Background: an optimization exercise with open tools, aiming at small area. Do not read the settings as production practice. The RTL was checked by simulation tests, not by an equivalence proof against the original design. No activity file was given, so power comes from the tool's default toggle rates.

==> flow/design.v (excerpt) <==
module vga_top(
	input ClkPort,  
	input BtnC,     
	input BtnU,
	input BtnR,
	input BtnL,
	input BtnD,
	output hSync, vSync,
	output [3:0] vgaR, vgaG, vgaB,
	output An0, An1, An2, An3, An4, An5, An6, An7,
	output Ca, Cb, Cc, Cd, Ce, Cf, Cg, Dp,
	output MemOE, MemWR, RamCS, QuadSpiFlashCS
	);
export LEC_CHECK = 0
export CAP_MARGIN = 20
export CORE_MARGIN = 2
export CORE_UTILIZATION = 50
export CTS_BUF_LIST = sky130_fd_sc_hd__clkbuf_8 sky130_fd_sc_hd__clkbuf_16
export CTS_CLUSTER_DIAMETER = 100
export CTS_CLUSTER_SIZE = 30
export SLEW_MARGIN = 20
create_clock -name core_clock -period 12.0 [get_ports {ClkPort}]
standard.sh (not shown) runs the stock make flow with config.mk's settings and CLKGATE_MAP_FILE= SYNTH_SCRIPT=/design/flow/synth_recipe.tcl, a recipe that flattens the netlist after the stock synthesis.
==> flow/flow/run.sh <==
#!/bin/bash
# Own layout flow:
#  1. the standard synthesis (standard.sh, up to 1_2_yosys.v);
#  2. the combinational logic between the registers re-mapped for area by
#     ABC (flow/resynth.tcl); every register instance, its name and its cell
#     are kept exactly as the standard synthesis made them;
#  3. the standard layout steps from that netlist on (standard.sh finish),
#     with the ports buffered by buf_1 cells.
# Each tool writes its full output to a log file of its own in this folder.
set -euo pipefail
W=$(pwd)
R=$W/orfs/results/$FLOW_PLATFORM/vga_top/base

bash standard.sh "$R/1_2_yosys.v" > 1_synth_standard.log 2>&1
cp "$R/1_2_yosys.v" "$W/1_2_yosys_standard.v"

RS_IN="$W/1_2_yosys_standard.v" RS_OUT="$W/1_2_yosys_resynth.v" \
  yosys -c flow/resynth.tcl > 1_resynth_yosys.log 2>&1
cp "$W/1_2_yosys_resynth.v" "$R/1_2_yosys.v"
touch "$R/1_2_yosys.v"

# every port still gets its own buffer, but the smallest one (buf_1) rather
# than the delay buffer the resizer picks by default
bash standard.sh finish "BUFFER_PORTS_ARGS=-buffer_cell sky130_fd_sc_hd__buf_1" > 2_layout_standard.log 2>&1
test -f out/final.def
Other scripts of this flow, unchanged in this note and not shown: flow/flow/resynth.tcl
The starting point ran to the end with no violations.
==> next run, changes <==
- CORE_UTILIZATION: 50 -> 65
- CTS_BUF_LIST: sky130_fd_sc_hd__clkbuf_8 sky130_fd_sc_hd__clkbuf_16 -> sky130_fd_sc_hd__clkbuf_8
- CTS_CLUSTER_DIAMETER: 100 -> not set
- CTS_CLUSTER_SIZE: 30 -> not set
- PLACE_DENSITY: not set -> 0.75
Area after synthesis stays the same.
Design area falls by 2.9%.
Final cell count drops by about 3%.
Non-clock buffer count is unchanged.
Setup slack gains 37 ps.
Routed wire length decreases by about 2.4%.
==> next run, changes <==
--- a/flow/flow/run.sh
+++ b/flow/flow/run.sh
@@ -6,5 +6,6 @@
 #     are kept exactly as the standard synthesis made them;
 #  3. the standard layout steps from that netlist on (standard.sh finish),
-#     with the ports buffered by buf_1 cells.
+#     with the ports buffered by buf_1 cells and a clock tree without
+#     dummy loads.
 # Each tool writes its full output to a log file of its own in this folder.
 set -euo pipefail
@@ -20,6 +21,11 @@
 touch "$R/1_2_yosys.v"
 
-# every port still gets its own buffer, but the smallest one (buf_1) rather
-# than the delay buffer the resizer picks by default
-bash standard.sh finish "BUFFER_PORTS_ARGS=-buffer_cell sky130_fd_sc_hd__buf_1" > 2_layout_standard.log 2>&1
+# Every port still gets its own buffer, but the smallest one (buf_1) rather
+# than the delay buffer the resizer picks by default. The clock tree is built
+# from clkbuf_8 cells and without the dummy loads CTS adds to even out the
+# load of its leaf nets.
+bash standard.sh finish \
+  "BUFFER_PORTS_ARGS=-buffer_cell sky130_fd_sc_hd__buf_1" \
+  "CTS_ARGS=-sink_clustering_enable -repair_clock_nets -dont_use_dummy_load -buf_list sky130_fd_sc_hd__clkbuf_8" \
+  > 2_layout_standard.log 2>&1
 test -f out/final.def
- CORE_UTILIZATION: 65 -> 55
- PLACE_DENSITY: 0.75 -> not set
Effect: Wire length came out lower slightly. Clock power shrinks by a quarter to a third. Worst hold slack gets worse by 4.6 ps.

what the ideal ports hide:
The results above use ideal ports. As a check the final layouts listed here were re-extracted and re-timed, cells and wires unchanged. Step 1: set_driving_cell puts a clkbuf_16 on ClkPort and a buf_2 on each other input, an assumption about the parent block. Step 2 times the ports against the registers' clock, not the clock port: input delays grow and output delays shrink by t, the midpoint of the rising clock arrivals with the driver on. Three values: no drivers, after step 1, after step 2; two values: the first two.
run	t (ns)	setup WS [ns]	worst setup path after step 2	slew at the worst register clock pin (ns)	cell pins on the clock port's net
the first run	0.469	3.928 / 3.880 / 4.349	register to output	0.06 / 0.06	1
the second run	0.517	3.964 / 3.926 / 4.443	register to output	0.09 / 0.09	1
the third run	0.494	3.900 / 3.858 / 4.352	register to output	0.08 / 0.08	1
After both steps setup and hold are still met in every run listed.
